From an optimization exercise on the open Yosys and OpenROAD flow, aimed at small area; shortcuts taken in it are not production practice.
In this exercise RTL edits were held to simulation tests only and were not proved equivalent to the original.
The clock port is modelled as an ideal driver; clocking choices that lean on that would not hold on a real chip.
Power is estimated from default activity; no workload was simulated.

==> raven: inputs <==
==> flow/design.v <==
`timescale 1ns / 1ps
module MainClock(
	input CP50,  
	input Ctrl24To12,  
	input nCR,EN,  
	input SwitchMHToS,DisplayA,  
	input AdjH,AdjM,  
	output reg LEDAlarm,
	output LED0,
	output reg LEDZ,
	output [3:0] Choose,  
	output reg [6:0] HEX  
    );
reg [2:0] p5;
reg [1:0] sc;       
reg [4:0] q25;
reg hb;
wire stepS = p5[2] & ~p5[1];
wire round = stepS & sc[1] & ~sc[0];
wire q24   = q25[4] & q25[3];
wire half  = round & q24;
wire tick  = half & ~hb;
always @(posedge CP50 or negedge nCR)
	if (~nCR) p5 <= 3'b000;
	else p5 <= {p5[1:0], ~(p5[2] | p5[1])};
always @(posedge CP50 or negedge nCR)
	if (~nCR) sc <= 2'b00;
	else if (stepS) sc <= {sc[0], ~sc[1]};
always @(posedge CP50 or negedge nCR)
	if (~nCR) q25 <= 5'd0;
	else if (round) q25 <= q24 ? 5'd0 : q25 + 5'd1;
always @(posedge CP50 or negedge nCR)
	if (~nCR) hb <= 1'b0;
	else if (half) hb <= ~hb;
assign Choose = {~(sc == 2'b10), ~(sc == 2'b11), ~(sc == 2'b01), ~(sc == 2'b00)};
reg [5:0] sec, mn, amn;    
reg [4:0] hr, ahr;         
wire sec59 = sec[5] & sec[4] & sec[3] & sec[1] & sec[0];
wire min59 = mn[5] & mn[4] & mn[3] & mn[1] & mn[0];
wire amn59 = amn[5] & amn[4] & amn[3] & amn[1] & amn[0];
wire incS  = tick & EN;
wire incM  = tick & ((AdjM & ~DisplayA) | (EN & sec59));
wire incH  = tick & ((AdjH & ~DisplayA) | (EN & sec59 & min59));
wire incAM = tick & AdjM & DisplayA;
wire incAH = tick & AdjH & DisplayA;
always @(posedge CP50 or negedge nCR)
	if (~nCR) sec <= 0;
	else if (incS) sec <= sec59 ? 6'd0 : sec + 6'd1;
always @(posedge CP50 or negedge nCR)
	if (~nCR) mn <= 0;
	else if (incM) mn <= min59 ? 6'd0 : mn + 6'd1;
always @(posedge CP50 or negedge nCR)
	if (~nCR) amn <= 0;
	else if (incAM) amn <= amn59 ? 6'd0 : amn + 6'd1;
always @(posedge CP50 or negedge nCR)
	if (~nCR) hr <= 0;
	else if (incH) hr <= (hr[4] & hr[2] & hr[1] & hr[0]) ? 5'd0 : hr + 5'd1;
always @(posedge CP50 or negedge nCR)
	if (~nCR) ahr <= 0;
	else if (incAH) ahr <= (ahr[4] & ahr[2] & ahr[1] & ahr[0]) ? 5'd0 : ahr + 5'd1;
wire hz = sc[1] & ~sc[0];
wire [4:0] hsel = (DisplayA & ~hz) ? ahr : hr;
wire [4:0] hshow = ~Ctrl24To12 ? hsel :
                   (hsel == 5'd0) ? 5'd12 :
                   (hsel > 5'd12) ? hsel - 5'd12 : hsel;
wire pmH = hr[4] | (hr[3] & hr[2]);
wire pmA = ahr[4] | (ahr[3] & ahr[2]);
assign LED0 = Ctrl24To12 & (DisplayA ? pmA : pmH);
always @(posedge CP50 or negedge nCR)
	if (~nCR) LEDZ <= 1'b0;
	else if (half) LEDZ <= (mn == 6'd0) & (sec < {1'b0, hshow}) & ~LEDZ;
always @(posedge CP50 or negedge nCR)
	if (~nCR) LEDAlarm <= 1'b0;
	else if (half) LEDAlarm <= ({ahr, amn} == {hr, mn}) & ~LEDAlarm;
wire right = ~sc[0];       
wire units = sc[1] ^ sc[0];   
wire [5:0] pv = right ? (DisplayA ? amn : SwitchMHToS ? sec : mn)
                      : ((SwitchMHToS & ~DisplayA) ? mn : {1'b0, hshow});
reg [3:0] pt, pu;
always @(*) begin
	if (pv >= 6'd50) begin pt = 4'd5; pu = pv - 6'd50; end
	else if (pv >= 6'd40) begin pt = 4'd4; pu = pv - 6'd40; end
	else if (pv >= 6'd30) begin pt = 4'd3; pu = pv - 6'd30; end
	else if (pv >= 6'd20) begin pt = 4'd2; pu = pv - 6'd20; end
	else if (pv >= 6'd10) begin pt = 4'd1; pu = pv - 6'd10; end
	else begin pt = 4'd0; pu = pv[3:0]; end
end
reg [3:0] dg;    
always @(posedge CP50 or negedge nCR)
	if (~nCR) dg <= 4'hF;
	else if (stepS) dg <= units ? pu : pt;
always @(*)
	case (dg)
		4'h0: HEX = 7'b1000000;
		4'h1: HEX = 7'b1111001;
		4'h2: HEX = 7'b0100100;
		4'h3: HEX = 7'b0110000;
		4'h4: HEX = 7'b0011001;
		4'h5: HEX = 7'b0010010;
		4'h6: HEX = 7'b0000010;
		4'h7: HEX = 7'b1111000;
		4'h8: HEX = 7'b0000000;
		4'h9: HEX = 7'b0011000;
		4'hA: HEX = 7'b0000101;
		4'hB: HEX = 7'b0110101;
		4'hC: HEX = 7'b0011000;
		4'hD: HEX = 7'b0010011;
		4'hE: HEX = 7'b0000111;
		default: HEX = 7'b1111111;
	endcase
endmodule
==> flow/flow/run.sh <==
#!/bin/bash
# Own layout flow: the standard ORFS flow (standard.sh's make call), except
#  - synthesis maps the combinational logic with flow/abc.script and no adder cells
#    (registers come out of the standard synthesis steps unchanged),
#  - ports are buffered with the smallest buffer,
#  - the clock tree is built without dummy loads (flow/cts_args.txt), and its root
#    buffer, which drives only the leaf buffers, is a small one, and the leaves are
#    buf_6 (flow/post_cts.tcl).
set -euo pipefail
W=$(pwd)
export MY_ABC_SCRIPT=$W/flow/abc.script
{ head -n 1 synth_recipe.tcl; cat flow/abc_override.tcl; tail -n +2 synth_recipe.tcl; } > my_synth.tcl
MAKE_LINE=$(grep '^make -C' standard.sh | sed 's/ "\${@:-finish}"$//')
MAKE_LINE=${MAKE_LINE//synth_recipe.tcl/my_synth.tcl}
grep -q my_synth.tcl <<< "$MAKE_LINE"
CTS="$(cat flow/cts_args.txt)"
eval "$MAKE_LINE" ADDER_MAP_FILE= \
  "'BUFFER_PORTS_ARGS=-buffer_cell sky130_fd_sc_hd__buf_1'" \
  "'CTS_ARGS=$CTS'" POST_CTS_TCL=$W/flow/post_cts.tcl finish > flow.log 2>&1
F=$W/orfs/results/sky130hd/MainClock/base
: # left out here: write the final layout as DEF
==> flow/flow/abc.script <==
strash
&get -n
&deepsyn -T 30
&dch
&nf -R 1000
&put
topo
==> flow/flow/abc_override.tcl <==
# use this flow's own ABC script for the combinational mapping; registers are untouched
proc abc {args} {
  set i [lsearch -exact $args -script]
  if { $i >= 0 } { lset args [expr {$i + 1}] $::env(MY_ABC_SCRIPT) }
  yosys abc {*}$args
}
==> flow/flow/cts_args.txt <==
-sink_clustering_enable -repair_clock_nets -dont_use_dummy_load
==> flow/flow/post_cts.tcl <==
# The clock tree root only drives the four leaf buffers: use a small buffer for it.
set root [get_cells -quiet clkbuf_0_CP50]
if { [llength $root] == 1 } {
  replace_cell $root sky130_fd_sc_hd__clkbuf_2
  puts "post_cts: root clock buffer resized to clkbuf_2"
}
# The leaf buffers: buf_6 drives about as strongly as clkbuf_8 and is smaller.
foreach leaf [get_cells -quiet clkbuf_*_*__f_CP50] {
  replace_cell $leaf sky130_fd_sc_hd__buf_6
  puts "post_cts: [get_full_name $leaf] resized to buf_6"
}
==> flow/standard.sh <==
#!/bin/bash
# synth_recipe.tcl (not shown) runs the flow's synth.tcl, then flattens the netlist and writes it again
# the make line also repeats each setting of config.mk as NAME=value (left out here)
make -C /OpenROAD-flow-scripts/flow DESIGN_CONFIG=/design/flow/config.mk WORK_HOME=/design/flow/orfs CLKGATE_MAP_FILE= SYNTH_SCRIPT=/design/flow/synth_recipe.tcl "${@:-finish}"
==> flow/config.mk <==
export PLATFORM = sky130hd
export DESIGN_NAME = MainClock
export DESIGN_NICKNAME = MainClock
export VERILOG_FILES = /design/flow/design.v
export SDC_FILE = /design/flow/constraint.sdc
export NUM_CORES = 4
export LEC_CHECK = 0
export ABC_AREA = 1
export CAP_MARGIN = 20
export CORE_MARGIN = 2
export CORE_UTILIZATION = 40
export SLEW_MARGIN = 20
==> flow/constraint.sdc <==
create_clock -name core_clock -period 10.0 [get_ports {CP50}]
set_input_delay 2.0000 -clock core_clock [delete_from_list [all_inputs] [get_ports {CP50}]]
set_output_delay 2.0000 -clock core_clock [all_outputs]
set_load 0.01 [all_outputs]
==> inputs of tundra, as changes to raven <==
==> flow/design.v, changed modules only <==
module MainClock(
	input CP50,  
	input Ctrl24To12,  
	input nCR,EN,  
	input SwitchMHToS,DisplayA,  
	input AdjH,AdjM,  
	output reg LEDAlarm,
	output LED0,
	output reg LEDZ,
	output [3:0] Choose,  
	output reg [6:0] HEX  
    );
reg [2:0] p5;
reg [1:0] sc;       
reg [4:0] q25;
reg hb;
wire stepS = (p5 == 3'd4);
wire round = stepS & (sc == 2'b10);
wire half  = round & (q25 == 5'd24);
wire tick  = half & ~hb;
always @(posedge CP50 or negedge nCR)
	if (~nCR) p5 <= 3'd0;
	else p5 <= stepS ? 3'd0 : p5 + 3'd1;
always @(posedge CP50 or negedge nCR)
	if (~nCR) sc <= 2'b00;
	else if (stepS) sc <= {sc[0], ~sc[1]};
always @(posedge CP50 or negedge nCR)
	if (~nCR) q25 <= 5'd0;
	else if (round) q25 <= (q25 == 5'd24) ? 5'd0 : q25 + 5'd1;
always @(posedge CP50 or negedge nCR)
	if (~nCR) hb <= 1'b0;
	else if (half) hb <= ~hb;
assign Choose = {~(sc == 2'b10), ~(sc == 2'b11), ~(sc == 2'b01), ~(sc == 2'b00)};
reg [3:0] su, mu, hu, amu, ahu;
reg [2:0] st, mt, amt;
reg [1:0] ht, aht;
wire sec59 = (st == 3'd5) & (su == 4'd9);
wire min59 = (mt == 3'd5) & (mu == 4'd9);
wire incS  = tick & EN;
wire incM  = tick & ((AdjM & ~DisplayA) | (EN & sec59));
wire incH  = tick & ((AdjH & ~DisplayA) | (EN & sec59 & min59));
wire incAM = tick & AdjM & DisplayA;
wire incAH = tick & AdjH & DisplayA;
always @(posedge CP50 or negedge nCR)
	if (~nCR) begin su <= 0; st <= 0; end
	else if (incS) begin
		su <= (su == 4'd9) ? 4'd0 : su + 4'd1;
		if (su == 4'd9) st <= (st == 3'd5) ? 3'd0 : st + 3'd1;
	end
always @(posedge CP50 or negedge nCR)
	if (~nCR) begin mu <= 0; mt <= 0; end
	else if (incM) begin
		mu <= (mu == 4'd9) ? 4'd0 : mu + 4'd1;
		if (mu == 4'd9) mt <= (mt == 3'd5) ? 3'd0 : mt + 3'd1;
	end
always @(posedge CP50 or negedge nCR)
	if (~nCR) begin amu <= 0; amt <= 0; end
	else if (incAM) begin
		amu <= (amu == 4'd9) ? 4'd0 : amu + 4'd1;
		if (amu == 4'd9) amt <= (amt == 3'd5) ? 3'd0 : amt + 3'd1;
	end
always @(posedge CP50 or negedge nCR)
	if (~nCR) begin hu <= 0; ht <= 0; end
	else if (incH) begin
		if (ht == 2'd2 && hu == 4'd3) begin hu <= 0; ht <= 0; end
		else if (hu == 4'd9) begin hu <= 0; ht <= ht + 2'd1; end
		else hu <= hu + 4'd1;
	end
always @(posedge CP50 or negedge nCR)
	if (~nCR) begin ahu <= 0; aht <= 0; end
	else if (incAH) begin
		if (aht == 2'd2 && ahu == 4'd3) begin ahu <= 0; aht <= 0; end
		else if (ahu == 4'd9) begin ahu <= 0; aht <= aht + 2'd1; end
		else ahu <= ahu + 4'd1;
	end
function [5:0] h12;
	input [5:0] h;
	input c;
	begin
		if (~c) h12 = h;
		else case (h)
			6'h00: h12 = 6'h12;
			6'h13: h12 = 6'h01;
			6'h14: h12 = 6'h02;
			6'h15: h12 = 6'h03;
			6'h16: h12 = 6'h04;
			6'h17: h12 = 6'h05;
			6'h18: h12 = 6'h06;
			6'h19: h12 = 6'h07;
			6'h20: h12 = 6'h08;
			6'h21: h12 = 6'h09;
			6'h22: h12 = 6'h10;
			6'h23: h12 = 6'h11;
			default: h12 = h;
		endcase
	end
endfunction
wire hz = (sc == 2'b10);
wire [5:0] hsel = (DisplayA & ~hz) ? {aht, ahu} : {ht, hu};
wire [5:0] hshow = h12(hsel, Ctrl24To12);
wire pmH = ht[1] | (ht[0] & (hu[3] | hu[2] | hu[1]));
wire pmA = aht[1] | (aht[0] & (ahu[3] | ahu[2] | ahu[1]));
assign LED0 = Ctrl24To12 & (DisplayA ? pmA : pmH);
always @(posedge CP50 or negedge nCR)
	if (~nCR) LEDZ <= 1'b0;
	else if (half) LEDZ <= ({mt, mu} == 7'h00) & ({1'b0, st, su} < {2'b00, hshow}) & ~LEDZ;
always @(posedge CP50 or negedge nCR)
	if (~nCR) LEDAlarm <= 1'b0;
	else if (half) LEDAlarm <= ({aht, ahu, amt, amu} == {ht, hu, mt, mu}) & ~LEDAlarm;
wire [6:0] msel = DisplayA ? {amt, amu} : {mt, mu};
wire left_ms = ~DisplayA & SwitchMHToS;   
wire [3:0] d3 = left_ms ? {1'b0, mt} : {2'b00, hshow[5:4]};
wire [3:0] d2 = left_ms ? mu : hshow[3:0];
wire [3:0] d1 = left_ms ? {1'b0, st} : {1'b0, msel[6:4]};
wire [3:0] d0 = left_ms ? su : msel[3:0];
reg [3:0] dg;
always @(posedge CP50 or negedge nCR)
	if (~nCR) dg <= 4'hF;
	else if (stepS) case (sc)
		2'b00: dg <= d1;
		2'b01: dg <= d2;
		2'b11: dg <= d3;
		default: dg <= d0;
	endcase
always @(*)
	case (dg)
		4'h0: HEX = 7'b1000000;
		4'h1: HEX = 7'b1111001;
		4'h2: HEX = 7'b0100100;
		4'h3: HEX = 7'b0110000;
		4'h4: HEX = 7'b0011001;
		4'h5: HEX = 7'b0010010;
		4'h6: HEX = 7'b0000010;
		4'h7: HEX = 7'b1111000;
		4'h8: HEX = 7'b0000000;
		4'h9: HEX = 7'b0011000;
		default: HEX = 7'b1111111;
	endcase
endmodule
--- a/flow/flow/run.sh
+++ b/flow/flow/run.sh
@@ -5,5 +5,3 @@
 #  - ports are buffered with the smallest buffer,
-#  - the clock tree is built without dummy loads (flow/cts_args.txt), and its root
-#    buffer, which drives only the leaf buffers, is a small one, and the leaves are
-#    buf_6 (flow/post_cts.tcl).
+#  - the clock tree is built without dummy loads (flow/cts_args.txt).
 set -euo pipefail
@@ -18,3 +16,3 @@
   "'BUFFER_PORTS_ARGS=-buffer_cell sky130_fd_sc_hd__buf_1'" \
-  "'CTS_ARGS=$CTS'" POST_CTS_TCL=$W/flow/post_cts.tcl finish > flow.log 2>&1
+  "'CTS_ARGS=$CTS'" finish > flow.log 2>&1
 F=$W/orfs/results/sky130hd/MainClock/base
==> flow/flow/cts_args.txt (replaced) <==
-sink_clustering_enable -repair_clock_nets -dont_use_dummy_load -buf_list sky130_fd_sc_hd__clkbuf_16 -sink_clustering_size 50 -sink_clustering_max_diameter 200
removed: flow/flow/post_cts.tcl
==> results.txt <==
quantity                                                                                               raven             tundra
Status                                                                                        finished clean     finished clean
CP Data Required Time                                                                               10.28 ns            8.00 ns
FF-to-FF path depth                                                                                       12                 13
Post-CTS clock slew at the launch and capture registers of the worst setup and hold paths            0.10 ns            0.07 ns
Inverter count of the layout excluding clock inverters                                                    18                 21
Placed inst area                                                                                    2690 µm²           2950 µm²
Largest net degree at the start of global routing                                                         46                 51
Final core occ                                                                                         45.7%              45.6%
Crit path capture                                                                          dg[2]$_DFFE_PN1P_               LED0
Slack of the worst reg-to-reg path                                                                   5.69 ns            6.28 ns
Startpoint of the most critical register-to-register path                                  sc[0]$_DFFE_PN0P_  sc[0]$_DFFE_PN0N_
Number of standard cells after synthesis                                                                 296                318
Final clock-cell share                                                                                 1.83%              4.06%
Mapped Nets                                                                                              304                326
Synthesized area per cell                                                                           8.47 µm²           8.70 µm²
Power drawn by the clock network                                                                     88.5 µW             154 µW
Share of the cycle needed by the critical path after routing                                           49.4%              51.6%
Min Tclk post-route                                                                                  4.94 ns            5.16 ns
Final worst-path setup slack                                                                         5.06 ns            4.84 ns

==> separate check: timing with driven ports <==
The flow's constraints put no driver on any port. The routed layouts listed below were extracted and timed again, unchanged, in two steps.
Step 1, drivers: a clkbuf_16 drives CP50 and a buf_2 each remaining input, both assumed.
Step 2 also shifts input and output timing later by t, the mid clock arrival at the registers, as if the neighbouring blocks saw the same clock.
Three values: ideal ports, drivers, drivers and shift; two values: the first two.
run	t, ns	setup WS [ns]	hold WS [ns]	worst setup path at the end
raven	0.377	5.058 / 5.057 / 4.680	0.361 / 0.361 / 0.361	input to register
tundra	0.320	4.839 / 4.815 / 4.701	0.463 / 0.463 / 0.463	input to register
After both steps setup and hold are still met in every run listed. The setup slack of raven, which loses most, moves by -0.001 ns with the drivers and by -0.378 ns with both steps.
